This design comes from an exercise in tuning for small area on the open sky130 flow, not from production work.
In this exercise RTL edits were held to simulation tests only and were not proved equivalent to the original.
Power is estimated from default activity; no workload was simulated.

--- design/flow/design.v ---
module useless_boxes(input logic clk,
						   input logic reset,
						   input logic [9:0] switch, 
						   output logic [9:0] PWM);
	genvar i;
	generate
		for (i = 0; i < 10; i = i+1) begin: box_gen_loop
			useless_box box(clk, reset, switch[i], PWM[i]);
		end
	endgenerate
endmodule
module useless_box(input logic clk,
						 input logic reset,
                   input logic switch,
						 output logic PWM);
	logic switch_pulse;
	level2pulse l2p(clk, reset, switch, switch_pulse);
	logic [2:0] behavior_select;
	lfsr_rng rng(clk, reset, switch_pulse, behavior_select);
	logic behavior_clear;
	assign behavior_clear = reset | switch_pulse;
	logic [11:0] behavior_1, behavior_2, behavior_3;
	quickpush behav1(clk, behavior_clear, behavior_1);
	slowpush behav2(clk, behavior_clear, behavior_2);
	slow_then_fast_push behav3(clk, behavior_clear, behavior_3);
	logic [11:0] behavior_duty_cycle;
	always_comb
		if (switch_pulse) behavior_duty_cycle = 12'd3200;
		else
		case(behavior_select[1:0])
			2'b01: behavior_duty_cycle = behavior_1;
			2'b10: behavior_duty_cycle = behavior_2;
			2'b11: behavior_duty_cycle = behavior_3;
			default: behavior_duty_cycle = behavior_1;
		endcase
	logic [11:0] duty_cycle;
	always_comb
		if (switch) duty_cycle = behavior_duty_cycle;
		else duty_cycle = 12'd3200;   
	logic [14:0] count;
	always_ff @ (posedge clk) begin
		if (reset || count == 15'd20000) count <= 15'b0;
		else count <= count + 1'b1;
	end	
	always_ff @ (posedge clk) begin
		if (count < duty_cycle) PWM <= 1'b1;
		else PWM <= 1'b0;
	end
endmodule 
module quickpush(input logic clk,
					 input logic reset,
					 output logic [11:0] duty_cycle);
	logic [16:0] q;
	logic step;
	assign step = (q == 17'h0FFFF);   
	always_ff @(posedge clk) begin
		if (reset) q <= 17'b0;
		else q <= q + 17'b1;
	end
	always_ff @(posedge clk) begin
		if (reset) begin
			duty_cycle <= 12'd3200;
		end else if (step) begin
			if (duty_cycle > 12'd2500) duty_cycle <= duty_cycle - 12'd35;  
			else duty_cycle <= 12'd1500;
		end 
	end
endmodule
module slowpush(input logic clk,
					 input logic reset,
					 output logic [11:0] duty_cycle);
	logic [16:0] q;
	logic step;
	assign step = (q == 17'h0FFFF);   
	always_ff @(posedge clk) begin
		if (reset) q <= 17'b0;
		else q <= q + 17'b1;
	end
	always_ff @(posedge clk) begin
		if (reset) begin
			duty_cycle <= 12'd3200;
		end else if (step) begin
			if (duty_cycle > 12'd1750) duty_cycle <= duty_cycle - 12'd29;  
			else duty_cycle <= 12'd1500;
		end 
	end
endmodule
module slow_then_fast_push(input logic clk,
					            input logic reset,
					            output logic [11:0] duty_cycle);
	logic [16:0] q;
	logic step;
	assign step = (q == 17'h0FFFF);   
	always_ff @(posedge clk) begin
		if (reset) q <= 17'b0;
		else q <= q + 17'b1;
	end
	always_ff @(posedge clk) begin
		if (reset) duty_cycle <= 12'd3200;
		else if (step) begin
			if (duty_cycle > 12'd2000) duty_cycle <= duty_cycle - 12'd60;   
		   else duty_cycle <= 12'd1500;
		end
	end
endmodule
module lfsr_rng(input logic clk, 
				    input logic reset,
				    input logic en,
				    output logic [2:0] q);
	always_ff @(posedge clk) begin
    if (reset)
      q <= 3'd1;  
    else if (en)
      q <= {q[1:0], q[2] ^ q[1]};  
	 else
	   q <= q;
	end
endmodule
module level2pulse(input clk,
				       input reset,
						 input level,
						 output pulse);
	typedef enum logic [1:0] {Low, Write, High} statetype;
	statetype state, nextstate;
	always_ff @(posedge clk) 
		if (reset) state <= Low;
		else       state <= nextstate; 
   always_comb
		case(state)
			Low:if (level) nextstate=Write;
				 else nextstate=Low;
			Write:nextstate=High;
			High:if (level) nextstate=High;
				  else nextstate=Low;
			default:nextstate=Low;
		endcase 
	assign pulse=(state==Write);
endmodule 
--- design/flow/run.sh ---
#!/bin/bash
# synth_recipe.tcl (not shown) runs the flow's synth.tcl, then flattens the netlist and writes it again
# the make line also repeats each setting of config.mk as NAME=value (left out here)
make -C /OpenROAD-flow-scripts/flow DESIGN_CONFIG=/design/flow/config.mk WORK_HOME=/design/flow/orfs CLKGATE_MAP_FILE= SYNTH_SCRIPT=/design/flow/synth_recipe.tcl finish
--- design/flow/config.mk ---
export PLATFORM = sky130hd
export DESIGN_NAME = useless_boxes
export DESIGN_NICKNAME = useless_boxes
export VERILOG_FILES = /design/flow/design.v
export SDC_FILE = /design/flow/constraint.sdc
export NUM_CORES = 4
export LEC_CHECK = 0
export CAP_MARGIN = 20
export CORE_MARGIN = 2
export CORE_UTILIZATION = 40
export PLACE_DENSITY = 0.6
export SLEW_MARGIN = 20
--- design/flow/constraint.sdc ---
create_clock -name core_clock -period 10.0 [get_ports {clk}]
set_input_delay 2.0000 -clock core_clock [delete_from_list [all_inputs] [get_ports {clk}]]
set_output_delay 2.0000 -clock core_clock [all_outputs]
set_load 0.01 [all_outputs]
==> impl_results.md, run 1 <==
* I/O pin total at 22
* Mean post-synth cell area at 8.55 um^2
* Global route overflow at 0
* Fmax at 267 MHz
* Top post-synthesis cells by area: dfxtp_1, xor2_1, nor2_1
* Adder-Cell Fraction of Synth Area at 0.0616
* Fill count at roughly 12000
* Resized Gates After CTS at 0
* Layout overhead on the synthesized area at 10.9%
* Vias in the first global route at approximately 37000
* CTS buffer count at approximately 120
* XOR/XNOR Fraction of Synth Area at 0.123
* Worst path bufs/invs at 1
* Num Clock Sinks at 1060
* Final setup margin at 6.25 ns
* FF+latch count, synth at 1060
* Worst-Skew Late Latency at approximately 0.71 ns
* Via count at 38969
* Die Width at between 300 and 400 um
* Crit path kind: flip-flop to output port
* Rel. slew slack at 0.405
* Synthesis Warnings at 6
* Crit path cell chain: clkdlybuf4s50_1
* Layout cells sized above 1 at 0.0405
* Max incr delay on CP at 0.59 ns
* Syn Inst Count at 5943
* Largest family of logic cells by synthesized area: simple AND/OR/NAND/NOR gates
* Yosys top cell area share at 0.418
* Maximum VDD drop at 0.141 mV
* Tot Pwr at 9110 uW
* Buffers on Ports at 21
* Crit path time final at ~3.7 ns
* Post-DR wirelength/cell at between 10 and 15 um
* Gp weighted congestion at 0.815
* Die H at 360 um
* Mux contribution to synthesized area at 0.0250
* CTS tree: done
* Fraction of the mapped netlist area in compound gates at 0.0984
* Clk root buf: clkbuf_16
* CP Data Arrival Time at 1.75 ns
* Post-synth ARST share at 0
* Cts hold-fix bufs at 0
* Setup slack at placement at 5.56 ns
* Synthesized net count at 6205
* Clk slew on worst S/H paths at roughly 0.060 ns
* DIE AREA at 130000 um^2
* Setup TNS at 0 ns
* H-tree level count at 3
* Sequential area share after synthesis at 0.418
* Hold Crit Class: flip-flop to flip-flop
* Largest net degree at the start of global routing at 63
* MaxCap Viol Count at 0
* Status: complete, no violations
* Delay-heaviest family, CP: buffers and inverters
* Final Hold Vio Count at 0
* Cells after DPL at approximately 7400
* Period utilization at 0.375
* Cell Rows at 130
* RSZ-0062 raised after global routing: false
* Initial detailed-routing violation count at 2114
* Nets at approximately 6000
* N_diodes at 0
* Setup Fix Bufs, Post-CTS at 0
* Post-route antenna net violation count at 0
* Pwr Density at 162 nW/um^2
* Final WL at 97400 um
* Vias per cell at slightly above 5
* Crit end category: output port
* Critical path's slowest cell: clkdlybuf4s50_1
* EDFF count, synth at 0
* Drt drc at 0
* Yosys cell types at 67
* Area leader, netlist: dfxtp_1
* LEAKAGE at between 0.02 and 0.025 uW
* Multi-input gate area at roughly 28000 um^2
* Fin cells at 7619
* Hold Slack at 0.438 ns
* Final Setup Violations at 0
* Clock Skew at 0.0109 ns
* Simple-gate share of the synthesized area at 0.239
* Initial Util at 0.404
* Initial DRT Pass Iterations at 7
* Flop2flop setup slack at 7.06 ns
* Top FF cell, synth: dfxtp_1
* Synth top cells by count: dfxtp_1, nor2_1, nand2_1
* Startpoint Class: flip-flop
* Count leader, synth: dfxtp_1
* Worst slew pin tran at just under 0.9 ns
* Seq. cell area at 21200 um^2
* CP required at 8.00 ns
* Initial antenna violation count at 1
* CP Max Fanout at 1
* First-pass GRT wire length at 170000 um
* DP Wirelength at 65400 um
* Post-synthesis cell area at just over 50000 um^2
* Slew Limit Fails at 0
* Aggregate global-route resource usage at 0.148
* CORE AREA at 126000 um^2
* Clock buffer depth at 3
[state kept, by name, indices dropped and copies added, names as in the netlist]
register	cells
box_gen_loop.box.behav2.q	170
box_gen_loop.box.behav1.q	170
box_gen_loop.box.behav3.q	170
box_gen_loop.box.count	150
box_gen_loop.box.l2p.state	20
box_gen_loop.box.rng.q	30
box_gen_loop.box.behav1.duty_cycle	120
box_gen_loop.box.behav3.duty_cycle	100
box_gen_loop.box.PWM	10
box_gen_loop.box.behav2.duty_cycle	120
[cell usage in the layout (no fill, tap or decap), types with 147 or more instances in the layout]
cell | Yosys | final
dfxtp_1 | 1060 | 1060
nor2_1 | 878 | 878
nand2_1 | 437 | 437
xor2_1 | 390 | 390
a21oi_1 | 354 | 354
nand3_1 | 337 | 337
xnor2_1 | 325 | 325
ha_1 | 250 | 250
inv_1 | 226 | 226
o21ai_0 | 212 | 206
nand4_1 | 147 | 147
[layout make-up]
type	instances	area share
tap	1650	0.0366
clock buffer	171	0.0613
clock inverter	41	0.00977
multi-input combinational	4427	0.494
inverter	226	0.0151
timing repair buffer	44	0.00671
sequential	1060	0.377
[power breakdown]
group	switching [uW]	total (uW)	leakage (uW)	internal, uW
clock	1730	4430	0.00197	2710
combinational	187	300	0.00990	113
sequential	93.5	4370	0.00857	4280
total	2010	9110	0.0204	7100
[metal layers]
layer	part of all wire	up-vias	global-route usage	wire length [um]
met5	0.00011	-	0	11
met4	0.023	2	0.0432	2260
met3	0.032	159	0.0259	3130
met2	0.44	401	0.242	43100
met1	0.50	18038	0.199	48900
li1	-	20369	-	-
[kinds of logic (layout without fill, tap and decap cells)]
group / after synthesis / after routing
AND/OR/NAND/NOR: 2504 / 2504
adder cells (fa/ha/maj): 250 / 250
AO/OA/AOI/OAI: 831 / 831
multiplexers: 127 / 127
XOR/XNOR: 715 / 715
flip-flops: 1060 / 1060
buffers and inverters: 456 / 482
[stage by stage]
| stage | util | instance area (um^2) |
|---|---|---|
| floorplan | - | 50800 |
| global placement | 0.416 | 52300 |
| detailed placement | 0.416 | 52300 |
| CTS | 0.447 | 56300 |
| global route | 0.447 | 56300 |
| finish | 0.447 | 56300 |
[final timing paths]
| check | to | start | cells after the start |
|---|---|---|---|
| min | box_gen_loop[6].box.behav1.q[0] | box_gen_loop[6].box.behav1.q[0] | 1 |
| min reg2reg | box_gen_loop[6].box.behav1.q[0] | box_gen_loop[6].box.behav1.q[0] | 1 |
| max reg2reg | box_gen_loop[9].box.behav2.duty_cycle[1] | box_gen_loop[9].box.behav2.q[0] | 10 |
| max | PWM[0] | box_gen_loop[0].box.PWM | 1 |
[worst register-to-register path, cell delays in order (launching register included)]
cell and delay [ns]:
dfxtp_1 0.37, ha_1 0.21, nand4_1 0.18, nor3_1 0.50, and4_1 0.28, ha_1 0.28
inv_1 0.10, a311oi_1 0.23, o21ai_0 0.28, buf_2 0.25, and3_1 0.16
==> run 2: changes to the inputs <==
==> design/flow/design.v (replaced) <==
module useless_boxes(input  logic       clk,
                     input  logic       reset,
                     input  logic [9:0] switch,
                     output logic [9:0] PWM);
	logic [14:0] count;
	always_ff @(posedge clk)
		if (reset || count == 15'd20000) count <= 15'd0;
		else count <= count + 15'd1;
	logic lt3200, lt1500;
	assign lt3200 = count < 15'd3200;
	assign lt1500 = count < 15'd1500;
	logic [11:0] x;
	assign x = 12'd3199 - count[11:0];
	logic [5:0] kq, ks, kf;
	logic [5:0] dq, ds, df;
	assign dq = x / 12'd35;
	assign ds = x / 12'd29;
	assign df = x / 12'd60;
	assign kq = (dq > 6'd20) ? 6'd20 : dq;
	assign ks = (ds > 6'd50) ? 6'd50 : ds;
	assign kf = (df > 6'd20) ? 6'd20 : df;
	genvar i;
	generate
		for (i = 0; i < 10; i = i + 1) begin : box_gen_loop
			useless_box box(.clk(clk), .reset(reset), .sw(switch[i]),
			                .lt3200(lt3200), .lt1500(lt1500),
			                .kq(kq), .ks(ks), .kf(kf), .PWM(PWM[i]));
		end
	endgenerate
endmodule
module useless_box(input  logic       clk,
                   input  logic       reset,
                   input  logic       sw,
                   input  logic       lt3200,
                   input  logic       lt1500,
                   input  logic [5:0] kq, ks, kf,
                   output logic       PWM);
	logic w, h;
	always_ff @(posedge clk) begin
		w <= !reset && !w && !h && sw;
		h <= !reset && (w || (h && sw));
	end
	logic [2:0] s;
	always_ff @(posedge clk)
		if (reset) s <= 3'd1;
		else if (w) s <= {s[1:0], s[2] ^ s[1]};
	localparam logic [16:0] CLR = 17'h00204;
	localparam logic [16:0] INV = 17'h0AAAA;
	logic [16:0] r, q, qn;
	logic z, step;
	assign q = r ^ INV;
	assign z = (q[15:0] == 16'd0);
	assign step = z & !q[16];
	assign qn = {q[15:0], q[16] ^ q[13] ^ z};
	always_ff @(posedge clk)
		if (reset || w) r <= CLR ^ INV;
		else r <= qn ^ INV;
	logic [5:0] n;
	logic sat;
	assign sat = n[5] & n[4] & n[2];   
	always_ff @(posedge clk)
		if (reset || w) n <= 6'd0;
		else if (step && !sat) n <= n + 6'd1;
	logic [5:0] k;
	always_comb
		case (s[1:0])
			2'b10: k = ks;
			2'b11: k = kf;
			default: k = kq;
		endcase
	logic act;
	assign act = sw & !w;
	always_ff @(posedge clk)
		PWM <= lt3200 & (!act | lt1500 | (n <= k));
endmodule
==> impl_results.md, run 2 <==
* CTS buffer count at 35 (-70%)
* Hold Crit Class: flip-flop to flip-flop
* Yosys cell types at 102 (+52%)
* Most common cell after layout, fill and taps aside: dfxtp_1
* Tot Pwr at 2730 uW (-70%)
* XOR/XNOR Fraction of Synth Area at 0.0637 (-0.0595)
* Final setup margin at 0.719 ns (-5.53 ns)
* Nets at 2097 (-66%)
* Worst-Skew Late Latency at 0.53 ns (-0.18 ns)
* Maximum VDD drop at 0.103 mV (-27%)
* Gp weighted congestion at 0.925 (+13%)
* CTS tree: done
* Initial detailed-routing violation count at 984 (-53%)
* Reg2reg path depth at 34 (+24)
* Synth top cells by count: dfxtp_1, nor2_1, nand2_1
* Layout cells sized above 1 at 0.0823 (+0.0418)
* Setup TNS at 0 ns (unchanged)
* Crit end category: flip-flop
* Area leader, netlist: dfxtp_1
* DIE AREA at 43900 um^2 (-66%)
* Clock Skew at 0.0174 ns (+0.00648 ns)
* Largest family of logic cells by synthesized area: simple AND/OR/NAND/NOR gates
* Cts hold-fix bufs at 0 (unchanged)
* Clock buffer depth at 3 (unchanged)
* Setup slack at placement at 0.654 ns (-4.91 ns)
* Crit path time final at 9.28 ns (+5.53 ns)
* Final WL at 42200 um (-57%)
* Aggregate global-route resource usage at 0.192 (+0.0439)
* CORE AREA at 41800 um^2 (-67%)
* Top FF cell, synth: dfxtp_1
* Pwr Density at 147 nW/um^2 (-9.0%)
* Mean post-synth cell area at 8.23 um^2 (-3.7%)
* Vias in the first global route at 14008 (-62%)
* Seq. cell area at 6110 um^2 (-71%)
* Startpoint Class: flip-flop
* Die Width at 209 um (-42%)
* Hold Slack at 0.372 ns (-0.0662 ns)
* RSZ-0062 raised after global routing: false
* MaxCap Viol Count at 0 (unchanged)
* Die H at 209 um (-42%)
* Worst slew pin tran at 1.12 ns (+0.229 ns)
* Simple-gate share of the synthesized area at 0.238 (-0.00140)
* Drt drc at 0 (unchanged)
* Layout overhead on the synthesized area at 10.0%
* Fmax at 108 MHz (-60%)
* Commonest non-fill, non-tap cells in the layout: dfxtp_1, nor2_1, nand2_1
* Final Hold Vio Count at 0 (unchanged)
* Largest net degree at the start of global routing at 62 (-1.6%)
* Yosys top cell area share at 0.362 (-0.0560)
* Crit path kind: flip-flop to flip-flop
* H-tree level count at 2 (-1)
* Multi-input gate area at 10100 um^2 (-64%)
* Status: complete, no violations
* CP Max Fanout at 19 (+18)
* Hold Crit Depth at 1 (unchanged)
* Initial Util at 0.404 (+0.000767)
* Initial antenna violation count at 0 (-1)
* Syn Inst Count at 2051 (-65%)
* I/O pin total at 22 (unchanged)
* Initial DRT Pass Iterations at 5 (-2)
* First-pass GRT wire length at 70800 um (-58%)
* Post-synthesis cell area at 16900 um^2 (-67%)
* CP Data Arrival Time at 9.66 ns (+7.91 ns)
* CP required at 10.38 ns (+2.38 ns)
* Clk root buf: clkbuf_16
* Buffers on Ports at 21 (unchanged)
* DP Wirelength at 29400 um (-55%)
* LEAKAGE at 0.00691 uW (-66%)
* Slew Limit Fails at 0 (unchanged)
* Final Setup Violations at 0 (unchanged)
* Period utilization at 0.928 (+0.553)
* Max FFs per register at 170
* Post-route antenna net violation count at 0 (unchanged)
* Max incr delay on CP at 0.60 ns (about the same)
* Critical path's slowest cell: o31ai_4
* Adder-Cell Fraction of Synth Area at 0.0624 (+0.000829)
* Clk slew on worst S/H paths at 0.06 ns (about the same)
* N_diodes at 0 (unchanged)
* Via count at 14679 (-62%)
* EDFF count, synth at 0 (unchanged)
* Sequential area share after synthesis at 0.362 (-0.0560)
* Biggest regs: box_gen_loop.box.r x170, box_gen_loop.box.n x60, box_gen_loop.box.s x30
* Synthesized net count at 2144 (-65%)
* Resized Gates After CTS at 0 (unchanged)
* Synthesis Warnings at 2 (-4)
* Top post-synthesis cells by area: dfxtp_1, nor2_1, ha_1
* Post-DR wirelength/cell at 16.4 um (+29%)
* Fraction of the mapped netlist area in compound gates at 0.194 (+0.0957)
* Vias per cell at 5.72 (+12%)
* Setup Fix Bufs, Post-CTS at 0 (unchanged)
* Fill count at 4128 (-67%)
* Biggest register: box_gen_loop.box.r
* Rel. slew slack at 0.248 (-0.157)
* Post-synth ARST share at 0 (unchanged)
* FF+latch count, synth at 305 (-71%)
* Count leader, synth: dfxtp_1
* Global route overflow at 0 (unchanged)
* CP dominant cell by count: nor2_1
* Mux contribution to synthesized area at 0.0365 (+0.0115)
* Num Clock Sinks at 305 (-71%)
* Cell Rows at 75 (-42%)
-- run 2: area by class of cell --
type,instances,share of cell area
inverter,52,0.0105
tap,539,0.0363
clock buffer,45,0.0525
timing repair buffer,43,0.0199
clock inverter,17,0.00889
sequential,305,0.329
multi-input combinational,1567,0.543
-- run 2: per-stage QoR --
step | std cells | instance area [um^2] | utilization
after floorplan | 2051 | 16900 | -
after global placement | 2506 | 17400 | 0.417
after detailed placement | 2506 | 17400 | 0.417
after CTS | 2568 | 18500 | 0.444
after global routing | 2568 | 18600 | 0.445
final | 2568 | 18600 | 0.445
-- run 2: path summary, 6_finish.rpt --
path                             from                       end  slack [ns]
max reg2reg                  count[7]   box_gen_loop[7].box.PWM        0.72
max                          count[7]   box_gen_loop[7].box.PWM        0.72
min reg2reg  box_gen_loop[6].box.r[6]  box_gen_loop[6].box.r[7]        0.37
min          box_gen_loop[6].box.r[6]  box_gen_loop[6].box.r[7]        0.37
-- run 2: report_power, final --
part	total, uW	internal, uW	switching, uW
Clock	1260	746	510
Combinational	177	74.6	102
Sequential	1300	1250	45.3
Total	2730	2070	657
-- run 2: logic make-up (layout without fill, tap and decap cells) --
kind of cell	Yosys count	count (layout)
simple gates	838	838
compound gates	462	462
flops	305	305
buf+inv	179	157
xor+xnor	122	122
fa+ha+maj	85	85
mux	60	60
-- run 2: worst max-delay path: cells and delay by family (launching register included) --
kind,cells,cell delay [ns]
AOI/OAI and AO/OA,12,3.52
xor gates and xnor gates,1,0.15
adders and majority gates,3,1.03
buffers and inverters,4,0.76
DFF,1,0.30
muxes,2,0.57
and+or+nand+nor,12,2.77
-- run 2: per-layer routing --
layer  GRT usage  vias up  part of all wire
met3      0.0251       79             0.052
met5           0        -                 0
met2       0.316      390              0.45
li1            -     7276                 -
met4      0.0604        0             0.027
met1       0.261     6934              0.47
==> run 3: changes to the inputs <==
--- a/design/flow/design.v
+++ b/design/flow/design.v
@@ -9,16 +9,32 @@
 	logic lt3200, lt1500;
 	assign lt3200 = count < 15'd3200;
 	assign lt1500 = count < 15'd1500;
-	logic [11:0] x;
-	assign x = 12'd3199 - count[11:0];
-	logic [5:0] kq, ks, kf;
-	logic [5:0] dq, ds, df;
-	assign dq = x / 12'd35;
-	assign ds = x / 12'd29;
-	assign df = x / 12'd60;
-	assign kq = (dq > 6'd20) ? 6'd20 : dq;
-	assign ks = (ds > 6'd50) ? 6'd50 : ds;
-	assign kf = (df > 6'd20) ? 6'd20 : df;
+	logic frame0;
+	assign frame0 = reset || count == 15'd20000;
+	logic [5:0] rq, rf;
+	logic [4:0] rs;
+	logic [4:0] kq, kf;
+	logic [5:0] ks;
+	logic goq, gos, gof;
+	assign goq = count[11:0] >= 12'd2496;   
+	assign gos = count[11:0] >= 12'd1728;   
+	assign gof = count[11:0] >= 12'd1984;   
+	always_ff @(posedge clk)
+		if (frame0) begin
+			rq <= 6'd14;   
+			rs <= 5'd9;    
+			rf <= 6'd19;   
+			kq <= 5'd20;
+			ks <= 6'd50;
+			kf <= 5'd20;
+		end else begin
+			rq <= (rq == 6'd0) ? 6'd34 : rq - 6'd1;
+			rs <= (rs == 5'd0) ? 5'd28 : rs - 5'd1;
+			rf <= (rf == 6'd0) ? 6'd59 : rf - 6'd1;
+			if (rq == 6'd0 && goq) kq <= kq - 5'd1;
+			if (rs == 5'd0 && gos) ks <= ks - 6'd1;
+			if (rf == 6'd0 && gof) kf <= kf - 5'd1;
+		end
 	genvar i;
 	generate
 		for (i = 0; i < 10; i = i + 1) begin : box_gen_loop
@@ -33,7 +49,8 @@
                    input  logic       sw,
                    input  logic       lt3200,
                    input  logic       lt1500,
-                   input  logic [5:0] kq, ks, kf,
+                   input  logic [4:0] kq, kf,
+                   input  logic [5:0] ks,
                    output logic       PWM);
 	logic w, h;
 	always_ff @(posedge clk) begin
@@ -62,14 +79,17 @@
 		if (reset || w) n <= 6'd0;
 		else if (step && !sat) n <= n + 6'd1;
 	logic [5:0] k;
-	always_comb
-		case (s[1:0])
-			2'b10: k = ks;
-			2'b11: k = kf;
-			default: k = kq;
-		endcase
+	assign k = s[1] ? (s[0] ? {1'b0, kf} : ks) : {1'b0, kq};
+	logic [6:0] c;
+	assign c[0] = 1'b0;
+	genvar j;
+	generate
+		for (j = 0; j < 6; j = j + 1) begin : cmp
+			assign c[j+1] = (n[j] & !k[j]) | (n[j] & c[j]) | (!k[j] & c[j]);
+		end
+	endgenerate
 	logic act;
 	assign act = sw & !w;
 	always_ff @(posedge clk)
-		PWM <= lt3200 & (!act | lt1500 | (n <= k));
+		PWM <= lt3200 & (!act | lt1500 | !c[6]);
 endmodule
--- a/design/flow/config.mk
+++ b/design/flow/config.mk
@@ -8,5 +8,7 @@
 export CAP_MARGIN = 20
 export CORE_MARGIN = 2
 export CORE_UTILIZATION = 40
+export CTS_BUF_LIST = sky130_fd_sc_hd__clkbuf_8
+export CTS_CLUSTER_SIZE = 30
 export PLACE_DENSITY = 0.6
 export SLEW_MARGIN = 20
==> impl_results.md, run 3 <==
* Crit path cell chain: clkdlybuf4s50_1
* Top FF cell, synth: dfxtp_1
* Crit path kind: flip-flop to output port
* Sequential area share after synthesis at 0.492 (+0.130)
* Fraction of the mapped netlist area in compound gates at 0.0866 (-0.107)
* CP Data Arrival Time at 1.46 ns (-8.20 ns)
* Synthesis Warnings at 2 (unchanged)
* Vias in the first global route at 9720 (-31%)
* Period utilization at 0.346 (-0.582)
* N_diodes at 0 (unchanged)
* Clk slew on worst S/H paths at 0.06 ns (about the same)
* Max incr delay on CP at 0.54 ns (-0.06 ns)
* Flop2flop setup slack at 7.66 ns (+6.94 ns)
* Synthesized net count at 1523 (-29%)
* Aggregate global-route resource usage at 0.158 (-0.0335)
* Setup Fix Bufs, Post-CTS at 0 (unchanged)
* Clock buffer depth at 3 (unchanged)
* Met3 Track Usage GR at 0.0304 (+0.00526)
* Worst-Skew Late Latency at 0.60 ns (+0.07 ns)
* H-tree level count at 2 (unchanged)
* Via count at 9848 (-33%)
* Final WL at 27700 um (-34%)
* Tot Pwr at 2810 uW (+2.8%)
* Biggest regs: box_gen_loop.box.r x170, box_gen_loop.box.n x60, box_gen_loop.box.s x30
* Layout cells sized above 1 at 0.101 (+0.0186)
* Max FFs per register at 170 (unchanged)
* Post-synth ARST share at 0 (unchanged)
* CTS tree: done
* Final Hold Vio Count at 0 (unchanged)
* Crit end category: output port
* Initial Util at 0.408 (+0.00368)
* Critical path's slowest cell: clkdlybuf4s50_1
* FF+latch count, synth at 338 (+11%)
* CP Max Fanout at 1 (-18)
* Slew Limit Fails at 0 (unchanged)
* Layout overhead on the synthesized area at 10.6%
* Post-route antenna net violation count at 0 (unchanged)
* Clk root buf: clkbuf_8
* Maximum VDD drop at 0.137 mV (+34%)
* Mux contribution to synthesized area at 0.0544 (+0.0179)
* Area leader, netlist: dfxtp_1
* MaxCap Viol Count at 0 (unchanged)
* Die Width at 189 um (-9.6%)
* Biggest register: box_gen_loop.box.r
* Crit path time final at 3.46 ns (-5.82 ns)
* Cell Rows at 67 (-11%)
* Synth top cells by count: dfxtp_1, nor2_1, nand2_1
* Rel. slew slack at 0.390 (+0.142)
* Met1 global-route usage at 0.216 (-0.0456)
* XOR/XNOR Fraction of Synth Area at 0.0656 (+0.00188)
* Largest family of logic cells by synthesized area: simple AND/OR/NAND/NOR gates
* Top post-synthesis cells by area: dfxtp_1, nor2_1, mux2i_1
* Count leader, synth: dfxtp_1
* Syn Inst Count at 1492 (-27%)
* Delay-heaviest family, CP: buffers and inverters
* Pwr Density at 185 nW/um^2 (+26%)
* Status: complete, no violations
* Adder-Cell Fraction of Synth Area at 0.0286 (-0.0338)
* Post-DR wirelength/cell at 14.1 um (-14%)
* Die H at 189 um (-9.6%)
* LEAKAGE at 0.00598 uW (-13%)
* Worst slew pin tran at 0.901 ns (-0.219 ns)
* Vias per cell at 5.01 (-12%)
* Final Setup Violations at 0 (unchanged)
* EDFF count, synth at 0 (unchanged)
* Startpoint Class: flip-flop
* Simple-gate share of the synthesized area at 0.228 (-0.00938)
* Setup TNS at 0 ns (unchanged)
* Buffers on Ports at 21 (unchanged)
* Yosys cell types at 64 (-37%)
* CP required at 8.00 ns (-2.38 ns)
* Initial antenna violation count at 0 (unchanged)
* Commonest non-fill, non-tap cells in the layout: dfxtp_1, nor2_1, nand2_1
* First-pass GRT wire length at 47200 um (-33%)
* Worst path bufs/invs at 1 (-3)
* Largest net degree at the start of global routing at 52 (-16%)
* DIE AREA at 35900 um^2 (-18%)
* Initial DRT Pass Iterations at 5 (unchanged)
* CORE AREA at 33700 um^2 (-19%)
* Fmax at 289 MHz (+170%)
* CTS buffer count at 55 (+57%)
* Nets at 1503 (-28%)
* Clock Skew at 0.0312 ns (+0.0138 ns)
* I/O pin total at 22 (unchanged)
* DP Wirelength at 17900 um (-39%)
* Most common cell after layout, fill and taps aside: dfxtp_1
* RSZ-0062 raised after global routing: false
* Hold Crit Class: flip-flop to flip-flop
* Gp weighted congestion at 0.760 (-18%)
* Most used routing layer: met2
* Num Clock Sinks at 338 (+11%)
* Cts hold-fix bufs at 0 (unchanged)
* Drt drc at 0 (unchanged)
* Global route overflow at 0 (unchanged)
* Met2 usage at 0.251 (-0.0650)
* Resized Gates After CTS at 0 (unchanged)
* Post-synthesis cell area at 13700 um^2 (-19%)
* Mean post-synth cell area at 9.22 um^2 (+12%)
* Initial detailed-routing violation count at 418 (-58%)
* Yosys top cell area share at 0.492 (+0.130)
==> run 3: cell types whose count changed after synthesis, sizes merged, moves of 19 or more <==
cell    before  now
nor3        40   17
nand2      207  168
xnor2       83   56
o21ai      108   44
dfxtp      305  338
clkbuf      92   63
nand3       58   17
o211ai      40   10
ha          81   19
a21oi       80   52
or2         30    9
nor4        33   14
==> run 3: power breakdown <==
group	total (uW)	internal [uW]	switching, uW
Clock	1210	666	546
Sequential	1440	1390	48.9
Combinational	155	71.9	82.7
Total	2810	2130	678
==> run 3: cell type report <==
class | count | area [um^2]
fillers | 3321 | 18500
repair buffers | 23 | 220
clock buffers | 71 | 977
inverters | 34 | 128
multi-input cells | 1020 | 6380
clock inverters | 31 | 176
flip-flops and latches | 338 | 6770
well taps | 448 | 561
==> run 3: path summary, 6_finish.rpt <==
check | start | to | depth (start not counted)
setup / recovery | box_gen_loop[2].box.PWM | PWM[2] | 1
hold reg to reg | box_gen_loop[2].box.r[10] | box_gen_loop[2].box.r[11] | 1
hold / removal | box_gen_loop[2].box.r[10] | box_gen_loop[2].box.r[11] | 1
setup reg to reg | kf[0] | box_gen_loop[5].box.PWM | 6
==> run 3: stage by stage <==
stage | instances | hold WS (ns) | util | setup slack, ns | cell area, um^2
floorplan | 1492 | 0.352 | - | 6.98 | 13700
global placement | 1863 | 0.362 | 0.417 | 5.82 | 14000
detailed placement | 1863 | 0.366 | 0.417 | 5.75 | 14000
CTS | 1965 | 0.377 | 0.451 | 6.42 | 15200
global route | 1965 | 0.391 | 0.451 | 6.46 | 15200
finish | 1965 | 0.377 | 0.451 | 6.54 | 15200
==> run 3: metal layers <==
layer | up-vias | wire (um)
met3 | 54 | 1080
met2 | 156 | 12100
met1 | 4600 | 13800
li1 | 5038 | -
met5 | - | 0
met4 | 0 | 647
==> run 3: cells by family after synthesis <==
kind of cell,after synthesis
flops,338
xor+xnor,103
mux,74
buf+inv,134
fa+ha+maj,34
simple gates,622
compound gates,187
==> run 4: changes to the inputs <==
--- a/design/flow/config.mk
+++ b/design/flow/config.mk
@@ -8,7 +8,5 @@
 export CAP_MARGIN = 20
 export CORE_MARGIN = 2
 export CORE_UTILIZATION = 40
-export CTS_BUF_LIST = sky130_fd_sc_hd__clkbuf_8
-export CTS_CLUSTER_SIZE = 30
 export PLACE_DENSITY = 0.6
 export SLEW_MARGIN = 20
==> impl_results.md, run 4 <==
* CORE AREA at 33700 um^2 (unchanged)
* CTS buffer count at 37 (-33%)
* Post-DR wirelength/cell at 14.3 um (+1.3%)
* Clk root buf: clkbuf_16
* Crit end category: output port
* Startpoint Class: flip-flop
* R2R Path End: box_gen_loop[5].box.PWM
* Seq pwr share at 0.480 (-0.033)
* Pwr Density at 196 nW/um^2 (+6.0%)
* CP Data Arrival Time at 1.38 ns (-0.08 ns)
* Period utilization at 0.338 (-0.00836)
* Slew Limit Fails at 0 (unchanged)
* DIE AREA at 35900 um^2 (unchanged)
* Die H at 189 um (unchanged)
* Delay-heaviest family, CP: buffers and inverters
* Nets at 1485 (-1.2%)
* CP Max Fanout at 1 (unchanged)
* Initial detailed-routing violation count at 401 (-4.1%)
* EDFF count, synth at 0 (unchanged)
* Hold Crit Class: flip-flop to flip-flop
* Cts hold-fix bufs at 0 (unchanged)
* Resized Gates After CTS at 0 (unchanged)
* Largest net degree at the start of global routing at 52 (unchanged)
* Final Hold Vio Count at 0 (unchanged)
* Logic pwr share at 0.052 (-0.003)
* Post-route antenna net violation count at 0 (unchanged)
* Setup TNS at 0 ns (unchanged)
* Fmax at 296 MHz (+2.5%)
* Final WL at 27500 um (-0.56%)
* DP Wirelength at 17900 um (unchanged)
* RSZ-0062 raised after global routing: false
* Clock Power Share at 0.469 (+0.037)
* Clock buffer depth at 3 (unchanged)
* Layout overhead on the synthesized area at 11.6%
* LEAKAGE at 0.00596 uW (-0.31%)
* Worst slew pin tran at 0.905 ns (+0.00403 ns)
* Initial DRT Pass Iterations at 5 (unchanged)
* MaxCap Viol Count at 0 (unchanged)
* Top post-synthesis cells by area: dfxtp_1, nor2_1, mux2i_1
* Layout cells sized above 1 at 0.0831 (-0.0178)
* Global route overflow at 0 (unchanged)
* N_diodes at 0 (unchanged)
* Critical path's slowest cell: clkdlybuf4s50_1
* Gp weighted congestion at 0.760 (unchanged)
* Reg2reg path depth at 6 (unchanged)
* Clk slew on worst S/H paths at 0.06 ns (about the same)
* Num Clock Sinks at 338 (unchanged)
* Max FFs per register at 170 (unchanged)
* Initial Util at 0.408 (unchanged)
* I/O pin total at 22 (unchanged)
* Hold Crit Start: box_gen_loop[4].box.r[6]
* Sw frac at 0.222 (-0.0191)
* Biggest regs: box_gen_loop.box.r x170, box_gen_loop.box.n x60, box_gen_loop.box.s x30
* Hold Crit Depth at 1 (unchanged)
* Vias per cell at 5.04 (+0.57%)
* Worst-Skew Late Latency at 0.53 ns (-0.07 ns)
* Internal Power at 2330 uW (+9.6%)
* Top FF cell, synth: dfxtp_1
* CP required at 8.00 ns (about the same)
* Crit path cell chain: clkdlybuf4s50_1
* WHS Endpoint: box_gen_loop[4].box.r[7]
* Status: complete, no violations
* Initial antenna violation count at 0 (unchanged)
* Max incr delay on CP at 0.54 ns (about the same)
* Count leader, synth: dfxtp_1
* Rel. slew slack at 0.387 (-0.00273)
* Synthesis Warnings at 2 (unchanged)
* Yosys cell types at 64 (unchanged)
* Crit path time final at 3.38 ns (-0.0836 ns)
* Area leader, netlist: dfxtp_1
* Flop2flop setup slack at 7.67 ns (about the same)
* Most common cell after layout, fill and taps aside: dfxtp_1
* Clock Skew at 0.0185 ns (-0.0127 ns)
* Worst path bufs/invs at 1 (unchanged)
* Hold Slack at 0.376 ns (-0.00137 ns)
* CTS tree: done
* Cell Rows at 67 (unchanged)
* Synth top cells by count: dfxtp_1, nor2_1, nand2_1
* Commonest non-fill, non-tap cells in the layout: dfxtp_1, nor2_1, nand2_1
* Die Width at 189 um (unchanged)
* Post-synthesis cell area at 13700 um^2 (unchanged)
* Net Sw Power at 667 uW (-1.6%)
* H-tree level count at 2 (unchanged)
* Worst r2r src: kf[0]
* Setup Fix Bufs, Post-CTS at 0 (unchanged)
* Fill count at 3271 (-1.5%)
* FF+latch count, synth at 338 (unchanged)
* Buffers on Ports at 21 (unchanged)
* Yosys top cell area share at 0.492 (unchanged)
* First-pass GRT wire length at 46900 um (-0.61%)
* Synthesized net count at 1523 (unchanged)
* Vias in the first global route at 9557 (-1.7%)
* Crit path from: box_gen_loop[2].box.PWM
* Final Setup Violations at 0 (unchanged)
* Aggregate global-route resource usage at 0.157 (-0.00154)
* Drt drc at 0 (unchanged)
* Sequential area share after synthesis at 0.492 (unchanged)
* Post-synth ARST share at 0 (unchanged)
* Mean post-synth cell area at 9.22 um^2 (unchanged)
* Syn Inst Count at 1492 (unchanged)
* Crit path kind: flip-flop to output port
* Maximum VDD drop at 0.159 mV (+16%)
* Via count at 9723 (-1.3%)
* Biggest register: box_gen_loop.box.r
run 4: worst reg2reg max path: stages (launching register included):
cell	delay, ns
dfxtp_1	0.73
mux2i_1	0.22
a31o_1	0.27
maj3_2	0.30
maj3_2	0.29
a211o_1	0.27
a21oi_1	0.17
run 4: cell type report:
| cell class | instances | area (um^2) | area share |
|---|---|---|---|
| multi-input cells | 1020 | 6380 | 0.416 |
| repair buffers | 23 | 220 | 0.0144 |
| well taps | 448 | 561 | 0.0365 |
| clock inverters | 10 | 134 | 0.00873 |
| inverters | 34 | 128 | 0.00832 |
| clock buffers | 56 | 1150 | 0.0750 |
| flip-flops and latches | 338 | 6770 | 0.441 |
run 4: per-stage QoR:
stage | util | power [uW] | instances | area [um^2] | setup WS, ns
floorplan | - | 1600 | 1492 | 13700 | 6.98
global placement | 0.417 | 1620 | 1863 | 14000 | 5.82
detailed placement | 0.417 | 1630 | 1863 | 14000 | 5.75
CTS | 0.455 | 3040 | 1929 | 15300 | 6.31
global route | 0.455 | 3120 | 1929 | 15300 | 6.47
finish | 0.455 | 3000 | 1929 | 15300 | 6.62
run 4: worst max-delay path by stage:
| stage | depth (start not counted) | slack [ns] | endpoint |
|---|---|---|---|
| 3_3_place_gp | 6 | 5.82 | rq[1] |
| 3_5_place_dp | 5 | 5.75 | count[9] |
| 5_1_grt | 6 | 6.47 | rq[1] |
| 4_1_cts | 5 | 6.31 | count[9] |
| 6_report | 1 | 6.62 | PWM[2] |
| 2_1_floorplan | 5 | 6.98 | box_gen_loop[1].box.n[3] |
run 4: cell families after synthesis:
kind of cell    Yosys count  share of synthesized area
mux                      74                     0.0544
simple gates            622                      0.228
compound gates          187                     0.0866
xor+xnor                103                     0.0656
fa+ha+maj                34                     0.0286
flops                   338                      0.492
buf+inv                 134                     0.0445
run 4: layer usage:
layer | up-vias | track usage | wire length, um
li1 | 4989 | - | -
met1 | 4530 | 0.218 | 13700
met2 | 147 | 0.249 | 12100
met3 | 57 | 0.0235 | 1000
met4 | 0 | 0.0510 | 769
met5 | - | 0 | 0
run 4: power by group through the flow:
stage | sequential [uW] | clock, uW | combinational, uW
6_report | 1440 | 1410 | 155
2_1_floorplan | 1440 | 0 | 155
4_1_cts | 1440 | 1440 | 157
3_5_place_dp | 1470 | 0 | 157
5_1_grt | 1450 | 1490 | 175
3_3_place_gp | 1470 | 0 | 154
==> run 5: changes to the inputs <==
==> design/flow/flow/run.sh (new file) <==
#!/bin/bash
# Layout: the standard flow (standard.sh, unchanged synthesis), with
# clock tree synthesis told not to insert dummy loads, and power recovery
# (downsizing of cells off the critical paths) after global routing.
set -uo pipefail
bash standard.sh \
  "CTS_ARGS=-sink_clustering_enable -repair_clock_nets -dont_use_dummy_load" \
  RECOVER_POWER=100 \
  finish > standard.log 2>&1
==> design/flow/standard.sh (new file) <==
#!/bin/bash
# synth_recipe.tcl (not shown) runs the flow's synth.tcl, then flattens the netlist and writes it again
# the make line also repeats each setting of config.mk as NAME=value (left out here)
make -C /OpenROAD-flow-scripts/flow DESIGN_CONFIG=/design/flow/config.mk WORK_HOME=/design/flow/orfs CLKGATE_MAP_FILE= SYNTH_SCRIPT=/design/flow/synth_recipe.tcl "${@:-finish}"
removed: design/flow/run.sh
==> impl_results.md, run 5 <==
* Status: finished with violations
* Fail Reasons: max-capacitance violations, max-slew violations
* Die H at 189 um (unchanged)
* DP Wirelength at 17900 um (unchanged)
* Via count at 9661 (-0.64%)
* Hold Crit Class: flip-flop to flip-flop
* Delay-heaviest family, CP: buffers and inverters
* Clock Power Share at 0.415 (-0.054)
* DIE AREA at 35900 um^2 (unchanged)
* Clock Skew at 0.0253 ns (+0.00676 ns)
* Cts hold-fix bufs at 0 (unchanged)
* CP Data Arrival Time at 5.96 ns (+4.58 ns)
* Final Hold Vio Count at 0 (unchanged)
* Resized Gates After CTS at 0 (unchanged)
* Placed cell areas at 14000 um^2 (unchanged)
* FF+latch count, synth at 338 (unchanged)
* Crit path time final at 5.62 ns (+2.24 ns)
* Crit path cell chain: buf_2 -> clkbuf_1 -> inv_1 -> nand2_1 -> nor2_1
* Max incr delay on CP at 1.81 ns (+1.27 ns)
* Layout overhead on the synthesized area at 8.86%
* Yosys cell types at 64 (unchanged)
* Post-synthesis cell area at 13700 um^2 (unchanged)
* EDFF count, synth at 0 (unchanged)
* Met1 global-route usage at 0.218 (-0.000581)
* Drt drc at 0 (unchanged)
* Clock buffer depth at 3 (unchanged)
* CP required at 10.34 ns (+2.34 ns)
* Post-synth ARST share at 0 (unchanged)
* Fmax at 178 MHz (-40%)
* Setup TNS at 0 ns (unchanged)
* Initial antenna violation count at 0 (unchanged)
* Biggest register: box_gen_loop.box.r
* Aggregate global-route resource usage at 0.156 (-0.000913)
* Post-route antenna net violation count at 0 (unchanged)
* Met3 Track Usage GR at 0.0234 (-0.000185)
* Syn Inst Count at 1492 (unchanged)
* Crit path kind: primary input to flip-flop
* RSZ-0062 raised after global routing: false
* Most used routing layer: met2
* Cell Rows at 67 (unchanged)
* Mean post-synth cell area at 9.22 um^2 (unchanged)
* Post-DR wirelength/cell at 14.3 um (+0.54%)
* CTS tree: done
* Top post-synthesis cells by area: dfxtp_1, nor2_1, mux2i_1
* Clk root buf: clkbuf_16
* Most common cell after layout, fill and taps aside: dfxtp_1
* Vias in the first global route at 9491 (-0.69%)
* Setup Fix Bufs, Post-CTS at 0 (unchanged)
* Max FFs per register at 170 (unchanged)
* Logic pwr share at 0.056 (+0.004)
* Initial DRT Pass Iterations at 4 (-1)
* Sequential area share after synthesis at 0.492 (unchanged)
* Synthesis Warnings at 2 (unchanged)
* Maximum VDD drop at 0.124 mV (-22%)
* Worst path bufs/invs at 3 (+2)
* Nets at 1485 (unchanged)
* Period utilization at 0.562 (+0.224)
* Slew Limit Fails at 52 (+52)
* Global route overflow at 0 (unchanged)
* Worst-Skew Late Latency at 0.51 ns (-0.02 ns)
* Rel. slew slack at -0.709 (-1.10)
* Area leader, netlist: dfxtp_1
* Commonest non-fill, non-tap cells in the layout: dfxtp_1, nor2_1, nand2_1
* CP Max Fanout at 51 (+50)
* Layout cells sized above 1 at 0.0606 (-0.0224)
* Clk slew on worst S/H paths at 0.06 ns (about the same)
* CORE AREA at 33700 um^2 (unchanged)
* Synthesized net count at 1523 (unchanged)
* H-tree level count at 2 (unchanged)
* Die Width at 189 um (unchanged)
* Sw frac at 0.225 (+0.00290)
* First-pass GRT wire length at 46600 um (-0.66%)
* Buffers on Ports at 21 (unchanged)
* Yosys top cell area share at 0.492 (unchanged)
* Vias per cell at 5.08 (+0.88%)
* Worst slew pin tran at 2.56 ns (+1.66 ns)
* Critical path's slowest cell: clkbuf_1
* I/O pin total at 22 (unchanged)
* N_diodes at 0 (unchanged)
* CTS buffer count at 37 (unchanged)
* Tot Pwr at 2720 uW (-9.2%)
* Final Setup Violations at 0 (unchanged)
* Num Clock Sinks at 338 (unchanged)
* Synth top cells by count: dfxtp_1, nor2_1, nand2_1
* LEAKAGE at 0.00574 uW (-3.7%)
* Startpoint Class: primary input
* Final Cell Area at 15000 um^2 (-2.4%)
* Final WL at 27300 um (-0.97%)
* Initial detailed-routing violation count at 479 (+19%)
* Initial Util at 0.408 (unchanged)
* Crit end category: flip-flop
* Layout Utilization at 0.444 (-0.0110)
* Pwr Density at 182 nW/um^2 (-7.0%)
* Largest net degree at the start of global routing at 52 (unchanged)
* Internal Power at 2110 uW (-9.5%)
* Biggest regs: box_gen_loop.box.r x170, box_gen_loop.box.n x60, box_gen_loop.box.s x30
* Net Sw Power at 614 uW (-8.0%)
* Gp weighted congestion at 0.760 (unchanged)
* Top FF cell, synth: dfxtp_1
* Count leader, synth: dfxtp_1
* Seq pwr share at 0.529 (+0.049)
* Met2 usage at 0.247 (-0.00225)
* MaxCap Viol Count at 1 (+1)
[run 5: power by group through the flow]
stage          sequential (uW)  clock [uW]  combinational, uW
2_1_floorplan             1440           0                155
3_3_place_gp              1470           0                154
3_5_place_dp              1470           0                157
4_1_cts                   1440        1160                157
5_1_grt                   1450        1220                174
6_report                  1440        1130                153
[run 5: cells by family after synthesis]
kind of cell / count (synthesis) / share of synthesized area
AOI/OAI and AO/OA: 187 / 0.0866
muxes: 74 / 0.0544
DFF: 338 / 0.492
and+or+nand+nor: 622 / 0.228
xor gates and xnor gates: 103 / 0.0656
buffers and inverters: 134 / 0.0445
adders and majority gates: 34 / 0.0286
[run 5: worst paths after layout]
path                                          startpoint                        to  slack (ns)  cells past startpoint
worst max register to register                     kf[0]   box_gen_loop[5].box.PWM        7.68                      6
worst min-delay path            box_gen_loop[2].box.r[2]  box_gen_loop[2].box.r[3]        0.37                      1
worst max-delay path                               reset                  count[7]        4.38                      5
worst min register to register  box_gen_loop[2].box.r[2]  box_gen_loop[2].box.r[3]        0.37                      1
[run 5: final cells by class]
class                           instances  area [um^2]
Tap cell                              448          561
Multi-Input combinational cell       1020         6370
Inverter                               34          128
Timing Repair Buffer                   23          216
Fill cell                            3312        18700
Sequential cell                       338         6770
Clock buffer                           37          926
[run 5: layer usage]
layer	up-vias	part of all wire
met5	-	0
met1	4511	0.50
met2	132	0.44
met3	56	0.031
met4	0	0.028
li1	4962	-
[run 5: metrics by stage]
| step | hold WS [ns] | setup slack [ns] | instances |
|---|---|---|---|
| after floorplan | 0.352 | 6.98 | 1492 |
| after global placement | 0.362 | 5.82 | 1863 |
| after detailed placement | 0.366 | 5.75 | 1863 |
| after CTS | 0.370 | 6.29 | 1900 |
| after global routing | 0.378 | 3.81 | 1900 |
| final | 0.368 | 4.38 | 1900 |
[run 5: worst register-to-register path, stage by stage, from the launching register on]
cell and delay, ns:
dfxtp_1 0.73, mux2i_1 0.22, a31o_1 0.27, maj3_2 0.30, maj3_2 0.29, a211o_1 0.27, a21oi_1 0.17
==> run 6: changes to the inputs <==
==> design/flow/flow/run.sh (replaced) <==
#!/bin/bash
# Layout: the standard flow (standard.sh) with two changes:
#  - synthesis maps logic with an area-oriented ABC script (area_synth.tcl);
#  - clock tree synthesis inserts no dummy loads.
set -uo pipefail
work=$(pwd)
bash standard.sh \
  "SYNTH_SCRIPT=$work/flow/area_synth.tcl" \
  "CTS_ARGS=-sink_clustering_enable -repair_clock_nets -dont_use_dummy_load" \
  finish > standard.log 2>&1
==> design/flow/flow/area.abc (new file) <==
strash
&get -n
&fraig -x
&put
scorr
dc2
strash
&get -n
&dch -f
&nf -R 1000
&put
strash
dc2
&get -n
&dch -f
&nf -R 1000
&put
topo
stime -c
==> design/flow/flow/area_synth.tcl (new file) <==
# The standard synthesis (synth_recipe.tcl, sourced unchanged), except
# that ABC maps the logic with the area-oriented script area.abc beside
# this file. Registers, their names and cell types are not affected: ABC
# only remaps the combinational logic between them.
set area_abc [file join [file dirname [file normalize [info script]]] area.abc]
proc abc {args} {
  global area_abc
  set i [lsearch -exact $args -script]
  if {$i >= 0} {
    set args [lreplace $args $i [expr {$i + 1}] -script $area_abc]
  }
  yosys abc {*}$args
}
source [file join [pwd] synth_recipe.tcl]
==> impl_results.md, run 6 <==
* Status: stopped before the end
* Halt Stage: synthesis
* Run Error: ERROR: TCL interpreter returned an error: couldn't read file "/OpenROAD-flow-scripts/flow/synth_recipe.tcl": no such file or directory
* Synthesis Warnings at 2 (unchanged)
==> run 7: changes to the inputs <==
--- a/design/flow/flow/area_synth.tcl
+++ b/design/flow/flow/area_synth.tcl
@@ -11,4 +11,4 @@
   }
   yosys abc {*}$args
 }
-source [file join [pwd] synth_recipe.tcl]
+source [file join [file dirname [file dirname $area_abc]] synth_recipe.tcl]
==> impl_results.md, run 7 <==
* Initial Util at 0.406
* Hold Crit Class: flip-flop to flip-flop
* Yosys top cell area share at 0.543
* Cells after DPL at approximately 1800
* Critical path's slowest cell: clkdlybuf4s50_1
* Pwr Density at between 150 and 200 nW/um^2
* Die Width at 181 um
* Period utilization at 0.339
* Clk slew on worst S/H paths at 0.05 ns
* First-pass GRT wire length at 45700 um
* CP Max Fanout at 1
* Cts hold-fix bufs at 0
* Largest net degree at the start of global routing at 43
* Reg2reg path depth at 9
* Top FF cell, synth: dfxtp_1
* Post-synthesis cell area at 12500 um^2
* Fin cells at 1850
* Commonest non-fill, non-tap cells in the layout: dfxtp_1, a21oi_1, nor2_1
* RSZ-0062 raised after global routing: false
* Tot Pwr at 2730 uW
* Initial antenna violation count at 0
* Max incr delay on CP at 0.54 ns
* Worst slew pin tran at 0.979 ns
* Fmax at between 200 and 300 MHz
* CTS tree: done
* Setup TNS at 0 ns
* Seq pwr share at 0.528
* LEAKAGE at 0.00524 uW
* Most common cell after layout, fill and taps aside: dfxtp_1
* Buffers on Ports at 21
* Initial detailed-routing violation count at 593
* Syn Inst Count at 1402
* Delay-heaviest family, CP: buffers and inverters
* Sw frac at 0.224
* DP Wirelength at 17400 um
* Initial DRT Pass Iterations at 5
* Biggest regs: box_gen_loop.box.r x170, box_gen_loop.box.n x60, box_gen_loop.box.s x30
* MaxCap Viol Count at 0
* Clock Skew at 0.0514 ns
* Hold Crit Start: box_gen_loop[0].box.r[2]
* Via count at 9868
* Yosys cell types at 44
* Maximum VDD drop at 0.0945 mV
* Sequential area share after synthesis at 0.543
* Logic pwr share at 0.051
* Top post-synthesis cells by area: dfxtp_1, a21oi_1, o21ai_0
* Nets at about 1500
* Post-route antenna net violation count at 0
* Crit path from: box_gen_loop[2].box.PWM
* Layout overhead on the synthesized area at 12.8%
* Crit end category: output port
* Crit path cell chain: clkdlybuf4s50_1
* Hold Crit Depth at 1
* Biggest register: box_gen_loop.box.r
* CORE AREA at 30700 um^2
* Die H at ~180 um
* Final Hold Vio Count at 0
* Placed cell areas at ~13000 um^2
* Rel. slew slack at 0.343
* EDFF count, synth at 0
* H-tree level count at 2
* Final Setup Violations at 0
* Vias in the first global route at between 9000 and 10000
* Clk root buf: clkbuf_16
* Post-DR wirelength/cell at 14.3 um
* Vias per cell at 5.33
* DIE AREA at 32600 um^2
* Resized Gates After CTS at 0
* Final WL at 26500 um
* Post-synth ARST share at 0
* Drt drc at 0
* Fill count at 2946
* CP required at 8.00 ns
* Worst path depth at 1
* Aggregate global-route resource usage at 0.164
* Crit path kind: flip-flop to output port
* Synth top cells by count: dfxtp_1, a21oi_1, nor2_1
* I/O pin total at 22
* Count leader, synth: dfxtp_1
* FF+latch count, synth at 338
* Worst r2r src: rs[0]
* Hold Slack at 0.366 ns
* Worst-Skew Late Latency at 0.52 ns
* Slew Limit Fails at 0
* Setup Fix Bufs, Post-CTS at 0
* CTS buffer count at 38
* Max FFs per register at between 150 and 200
* Final Cell Area at 14100 um^2
* Status: complete, no violations
* Gp weighted congestion at a little under 0.8
* Area leader, netlist: dfxtp_1
* Synthesized net count at 1433
* Global route overflow at 0
* Net Sw Power at 611 uW
* Startpoint Class: flip-flop
* CP Data Arrival Time at 1.39 ns
* Layout cells sized above 1 at 0.0296
* Cell Rows at 64
* Num Clock Sinks at 338
* Clock Power Share at 0.421
* Synthesis Warnings at 2 (unchanged)
* Crit path time final at 3.39 ns
* N_diodes at 0
* Mean post-synth cell area at 8.89 um^2
* Worst path bufs/invs at 1
* Internal Power at ~2100 uW
* Clock buffer depth at 3
[run 7: metal layers]
metal | routed length, um | track usage
met4 | 593 | 0.0481
met1 | 13100 | 0.227
met3 | 1100 | 0.0291
met5 | 0 | 0
met2 | 11700 | 0.261
[run 7: per-stage QoR]
stage	utilization	worst slack [ns]
floorplan	-	7.07
global placement	0.427	6.24
detailed placement	0.427	6.19
CTS	0.458	6.58
global route	0.458	6.55
finish	0.458	6.61
[run 7: cell type report]
cell class              count  area [um^2]  share of cell area
multi-input cells        1011         5460               0.388
repair buffers             24          228              0.0162
flip-flops and latches    338         6770               0.481
inverters                  43          161              0.0115
well taps                 396          495              0.0352
clock buffers              38          951              0.0676
[run 7: logic make-up (layout without fill, tap and decap cells)]
group | after synthesis | in the layout | share of synthesized area
flops | 338 | 338 | 0.543
xor+xnor | 22 | 22 | 0.0155
fa+ha+maj | 32 | 32 | 0.0295
mux | 2 | 2 | 0.00161
simple gates | 543 | 543 | 0.207
buf+inv | 53 | 105 | 0.0190
compound gates | 412 | 412 | 0.185
[run 7: worst paths after layout]
| path | end | slack [ns] |
|---|---|---|
| max | PWM[2] | 6.61 |
| min | box_gen_loop[0].box.r[3] | 0.37 |
| max reg2reg | ks[5] | 7.26 |
| min reg2reg | box_gen_loop[0].box.r[3] | 0.37 |
[run 7: power by group through the flow]
stage	clock, uW	combinational, uW	sequential, uW
finish	1150	140	1440
global placement	0	138	1470
CTS	1180	142	1440
floorplan	0	107	1460
global route	1230	164	1450
detailed placement	0	141	1470
==> run 8: changes to the inputs <==
--- a/design/flow/flow/run.sh
+++ b/design/flow/flow/run.sh
@@ -6,5 +6,5 @@
 work=$(pwd)
 bash standard.sh \
   "SYNTH_SCRIPT=$work/flow/area_synth.tcl" \
-  "CTS_ARGS=-sink_clustering_enable -repair_clock_nets -dont_use_dummy_load" \
+  "CTS_ARGS=-sink_clustering_enable -repair_clock_nets -dont_use_dummy_load -buf_list sky130_fd_sc_hd__clkbuf_8 -sink_clustering_size 16 -sink_clustering_max_diameter 60" \
   finish > standard.log 2>&1
==> impl_results.md, run 8 <==
* Status: complete, no violations
* Top post-synthesis cells by area: dfxtp_1, a21oi_1, o21ai_0
* Slew Limit Fails at 0 (unchanged)
* Vias in the first global route at 9239 (-1.4%)
* Aggregate global-route resource usage at 0.160 (-0.00397)
* Final WL at 26100 um (-1.5%)
* CP Data Arrival Time at 1.46 ns (+0.07 ns)
* Hold Crit Class: flip-flop to flip-flop
* N_diodes at 0 (unchanged)
* Final Hold Vio Count at 0 (unchanged)
* Period utilization at 0.346 (+0.00683)
* Biggest register: box_gen_loop.box.r
* Synth top cells by count: dfxtp_1, a21oi_1, nor2_1
* Initial Util at 0.406 (unchanged)
* Crit path cell chain: clkdlybuf4s50_1
* Nets at 1478 (-0.61%)
* Critical path's slowest cell: clkdlybuf4s50_1
* Global route overflow at 0 (unchanged)
* Commonest non-fill, non-tap cells in the layout: dfxtp_1, a21oi_1, nor2_1
* Count leader, synth: dfxtp_1
* Layout cells sized above 1 at 0.0235 (-0.00604)
* Setup TNS at 0 ns (unchanged)
* Mean post-synth cell area at 8.89 um^2 (unchanged)
* Vias per cell at 5.30 (-0.63%)
* Largest net degree at the start of global routing at 43 (unchanged)
* DIE AREA at 32600 um^2 (unchanged)
* CP Max Fanout at 1 (unchanged)
* I/O pin total at 22 (unchanged)
* Sequential area share after synthesis at 0.543 (unchanged)
* Post-route antenna net violation count at 0 (unchanged)
* Die H at 181 um (unchanged)
* Crit path time final at 3.46 ns (+0.0683 ns)
* EDFF count, synth at 0 (unchanged)
* Fmax at 289 MHz (-2.0%)
* Area leader, netlist: dfxtp_1
* CORE AREA at 30700 um^2 (unchanged)
* RSZ-0062 raised after global routing: false
* Post-synthesis cell area at 12500 um^2 (unchanged)
* Initial DRT Pass Iterations at 6 (+1)
* MaxCap Viol Count at 0 (unchanged)
* Resized Gates After CTS at 0 (unchanged)
* Worst-Skew Late Latency at 0.59 ns (+0.07 ns)
* Initial detailed-routing violation count at 621 (+4.7%)
* Crit path kind: flip-flop to output port
* Most used routing layer: met2
* Gp weighted congestion at 0.776 (unchanged)
* LEAKAGE at 0.00498 uW (-5.0%)
* Clock buffer depth at 3 (unchanged)
* Max FFs per register at 170 (unchanged)
* Met1 global-route usage at 0.227 (+0.000410)
* Met3 Track Usage GR at 0.0236 (-0.00546)
* Worst path bufs/invs at 1 (unchanged)
* Via count at 9758 (-1.1%)
* Die Width at 181 um (unchanged)
* Startpoint Class: flip-flop
* Synthesis Warnings at 2 (unchanged)
* FF+latch count, synth at 338 (unchanged)
* Clock Skew at 0.0499 ns (-0.00149 ns)
* Crit end category: output port
* Buffers on Ports at 21 (unchanged)
* Yosys cell types at 44 (unchanged)
* Cts hold-fix bufs at 0 (unchanged)
* Rel. slew slack at 0.304 (-0.0397)
* Drt drc at 0 (unchanged)
* Pwr Density at 167 nW/um^2 (-14%)
* Worst slew pin tran at 1.04 ns (+0.0591 ns)
* Delay-heaviest family, CP: buffers and inverters
* Syn Inst Count at 1402 (unchanged)
* Max incr delay on CP at 0.54 ns (about the same)
* Layout overhead on the synthesized area at 8.41%
* CTS buffer count at 29 (-24%)
* Most common cell after layout, fill and taps aside: dfxtp_1
* Cell Rows at 64 (unchanged)
* Num Clock Sinks at 338 (unchanged)
* Post-DR wirelength/cell at 14.2 um (-1.1%)
* CTS tree: done
* Clk slew on worst S/H paths at 0.09 ns (+0.04 ns)
* H-tree level count at 1 (-1)
* Post-synth ARST share at 0 (unchanged)
* Synthesized net count at 1433 (unchanged)
* Yosys top cell area share at 0.543 (unchanged)
* Met2 usage at 0.257 (-0.00473)
* Maximum VDD drop at 0.115 mV (+22%)
* CP required at 8.00 ns (about the same)
* First-pass GRT wire length at 45000 um (-1.4%)
* Setup Fix Bufs, Post-CTS at 0 (unchanged)
* DP Wirelength at 17400 um (unchanged)
* Top FF cell, synth: dfxtp_1
* Biggest regs: box_gen_loop.box.r x170, box_gen_loop.box.n x60, box_gen_loop.box.s x30
* Final Setup Violations at 0 (unchanged)
* Clk root buf: clkbuf_8
* Initial antenna violation count at 0 (unchanged)
* Layout Utilization at 0.440 (-0.0180)
run 8: cell count changes in the layout (fill, tap and decap cells not counted):
| cell | delta |
|---|---|
| clkbuf_16 | -38 |
| clkbuf_8 | +29 |
run 8: path summary, 6_finish.rpt:
path         depth (start not counted)                   endpoint                 startpoint  slack [ns]
max                                  1                     PWM[2]    box_gen_loop[2].box.PWM        6.54
min                                  1  box_gen_loop[8].box.r[15]  box_gen_loop[8].box.r[14]        0.38
max reg2reg                          9    box_gen_loop[8].box.PWM                      kq[0]        7.25
min reg2reg                          1  box_gen_loop[8].box.r[15]  box_gen_loop[8].box.r[14]        0.38
run 8: cell type report:
cell class | count | area, um^2
clock buffers | 29 | 399
inverters | 43 | 161
fillers | 3000 | 17200
flip-flops and latches | 338 | 6770
well taps | 396 | 495
multi-input cells | 1011 | 5460
repair buffers | 24 | 228
run 8: cell families (layout without fill, tap and decap cells):
logic type,count (synthesis),count (layout),synth area share
buf+inv,53,96,0.0190
simple gates,543,543,0.207
fa+ha+maj,32,32,0.0295
flops,338,338,0.543
mux,2,2,0.00161
xor+xnor,22,22,0.0155
compound gates,412,412,0.185
run 8: per-layer routing:
layer  up-vias  part of all wire  wire [um]
li1       5074                 -          -
met1      4527              0.51      13300
met3        42             0.032        843
met5         -                 0          0
met4         0             0.020        531
met2       115              0.44      11400
run 8: stage by stage:
step	hold WS (ns)	total power (uW)	setup slack, ns	instance area [um^2]	instances
after detailed placement	0.363	1610	6.19	13100	1812
after CTS	0.384	2280	6.49	13500	1841
final	0.379	2250	6.54	13500	1841
after global routing	0.395	2360	6.46	13500	1841
after global placement	0.357	1610	6.24	13100	1812
after floorplan	0.352	1560	7.07	12500	1402
run 8: power breakdown:
part / switching (uW) / leakage (uW) / internal [uW]
registers: 46.2 / 0.00276 / 1390
clock network: 416 / 0.000209 / 258
logic: 81.1 / 0.00202 / 58.6
==> run 9: changes to the inputs <==
==> design/flow/flow/run.sh (replaced) <==
#!/bin/bash
# Layout: the standard flow (standard.sh) with two changes:
#  - synthesis maps logic with an area-oriented ABC script (area_synth.tcl);
#  - clock tree synthesis inserts no dummy loads.
set -uo pipefail
work=$(pwd)
bash standard.sh \
  "SYNTH_SCRIPT=$work/flow/area_synth.tcl" \
  "CTS_ARGS=-sink_clustering_enable -repair_clock_nets -dont_use_dummy_load -buf_list sky130_fd_sc_hd__clkbuf_16 -sink_clustering_size 30 -sink_clustering_max_diameter 80" \
  finish > standard.log 2>&1
==> impl_results.md, run 9 <==
* Aggregate global-route resource usage at 0.159 (-0.00130)
* Buffers on Ports at 21 (unchanged)
* Clk slew on worst S/H paths at 0.10 ns (about the same)
* Cts hold-fix bufs at 0 (unchanged)
* Gp weighted congestion at 0.776 (unchanged)
* Vias per cell at 5.30 (about the same)
* Worst slew pin tran at 0.966 ns (-0.0712 ns)
* Vias in the first global route at 9133 (-1.1%)
* Setup TNS at 0 ns (unchanged)
* Most used routing layer: met2
* Synthesized net count at 1433 (unchanged)
* CP Max Fanout at 1 (unchanged)
* Fill count at 2990 (-0.33%)
* R2R Path End: ks[5]
* Multi-input gate area at 5460 um^2 (unchanged)
* Final Hold Vio Count at 0 (unchanged)
* Layout overhead on the synthesized area at 9.03%
* CTS buffer count at 19 (-34%)
* Syn Inst Count at 1402 (unchanged)
* Crit path time final at 3.41 ns (-0.0487 ns)
* Max incr delay on CP at 0.54 ns (about the same)
* Top FF cell, synth: dfxtp_1
* Fmax at 293 MHz (+1.4%)
* Status: complete, no violations
* Drt drc at 0 (unchanged)
* Placed cell areas at 13100 um^2 (unchanged)
* Commonest non-fill, non-tap cells in the layout: dfxtp_1, a21oi_1, nor2_1
* Resized Gates After CTS at 0 (unchanged)
* Clock buffer depth at 3 (unchanged)
* Worst path bufs/invs at 1 (unchanged)
* Synth top cells by count: dfxtp_1, a21oi_1, nor2_1
* Worst-Skew Late Latency at 0.52 ns (-0.07 ns)
* EDFF count, synth at 0 (unchanged)
* Biggest register: box_gen_loop.box.r
* Slew Limit Fails at 0 (unchanged)
* Global route overflow at 0 (unchanged)
* CORE AREA at 30700 um^2 (unchanged)
* Layout cells sized above 1 at 0.0167 (-0.00680)
* Num Clock Sinks at 338 (unchanged)
* Initial antenna violation count at 0 (unchanged)
* Most common cell after layout, fill and taps aside: dfxtp_1
* FF+latch count, synth at 338 (unchanged)
* RSZ-0062 raised after global routing: false
* MaxCap Viol Count at 0 (unchanged)
* Crit end category: output port
* Worst path depth at 1 (unchanged)
* Count leader, synth: dfxtp_1
* Crit path cell chain: clkdlybuf4s50_1
* Final Cell Area at 13600 um^2 (+0.56%)
* CP required at 8.00 ns (about the same)
* DIE AREA at 32600 um^2 (unchanged)
* Maximum VDD drop at 0.123 mV (+7.1%)
* Area leader, netlist: dfxtp_1
* Crit path kind: flip-flop to output port
* Yosys top cell area share at 0.543 (unchanged)
* Die Width at 181 um (unchanged)
* Sequential area share after synthesis at 0.543 (unchanged)
* CTS tree: done
* Flop2flop setup slack at 7.26 ns (about the same)
* Final Setup Violations at 0 (unchanged)
* Post-DR wirelength/cell at 14.2 um (about the same)
* DP Wirelength at 17400 um (unchanged)
* Crit path from: box_gen_loop[2].box.PWM
* Delay-heaviest family, CP: buffers and inverters
* Cells after DPL at 1812 (unchanged)
* Nets at 1468 (-0.68%)
* Initial DRT Pass Iterations at 5 (-1)
* Synthesis Warnings at 2 (unchanged)
* Final WL at 26000 um (-0.52%)
* Post-synthesis cell area at 12500 um^2 (unchanged)
* Rel. slew slack at 0.353 (+0.0497)
## run 9: routing by layer
layer | routed length [um] | vias up
li1 | - | 5069
met1 | 13300 | 4519
met2 | 11500 | 94
met3 | 770 | 27
met4 | 397 | 0
met5 | 0 | -
## run 9: power by group
part           switching, uW  internal, uW
clock network            411           340
registers               46.2          1390
logic                   81.5          58.6
total                    539          1790
## run 9: cell families after synthesis
kind of cell               after synthesis  share of synthesized area
muxes                                    2                    0.00161
and+or+nand+nor                        543                      0.207
DFF                                    338                      0.543
buffers and inverters                   53                     0.0190
adders and majority gates               32                     0.0295
AOI/OAI and AO/OA                      412                      0.185
xor gates and xnor gates                22                     0.0155
## run 9: worst min path at each step
stage / from / to / slack [ns]
6_report: box_gen_loop[2].box.r[11] / box_gen_loop[2].box.r[12] / 0.33
5_1_grt: box_gen_loop[2].box.r[11] / box_gen_loop[2].box.r[12] / 0.32
4_1_cts: box_gen_loop[2].box.r[11] / box_gen_loop[2].box.r[12] / 0.33
3_5_place_dp: box_gen_loop[3].box.r[14] / box_gen_loop[3].box.r[15] / 0.36
3_3_place_gp: box_gen_loop[1].box.r[14] / box_gen_loop[1].box.r[15] / 0.36
2_1_floorplan: box_gen_loop[0].box.r[14] / box_gen_loop[0].box.r[15] / 0.35
## run 9: layout make-up
class	instances	area share
sequential	338	0.498
multi-input combinational	1011	0.402
tap	396	0.0365
clock buffer	19	0.0350
timing repair buffer	24	0.0168
inverter	43	0.0119
## run 9: through the flow
step / hold slack (ns) / util / power [uW] / worst slack (ns)
3_3_place_gp: 0.357 / 0.427 / 1610 / 6.24
6_report: 0.327 / 0.443 / 2330 / 6.59
5_1_grt: 0.325 / 0.443 / 2440 / 6.51
2_1_floorplan: 0.352 / - / 1560 / 7.07
3_5_place_dp: 0.363 / 0.427 / 1610 / 6.19
4_1_cts: 0.329 / 0.443 / 2360 / 6.56

Re-timed with assumed drivers on the ports (clkbuf_16 on the clock, buf_2 on other inputs), run 9 has 6.539 ns of setup slack against 6.585 ns with ideal ports, and 6.355 ns once port delays also move by the mid clock arrival of 0.537 ns.
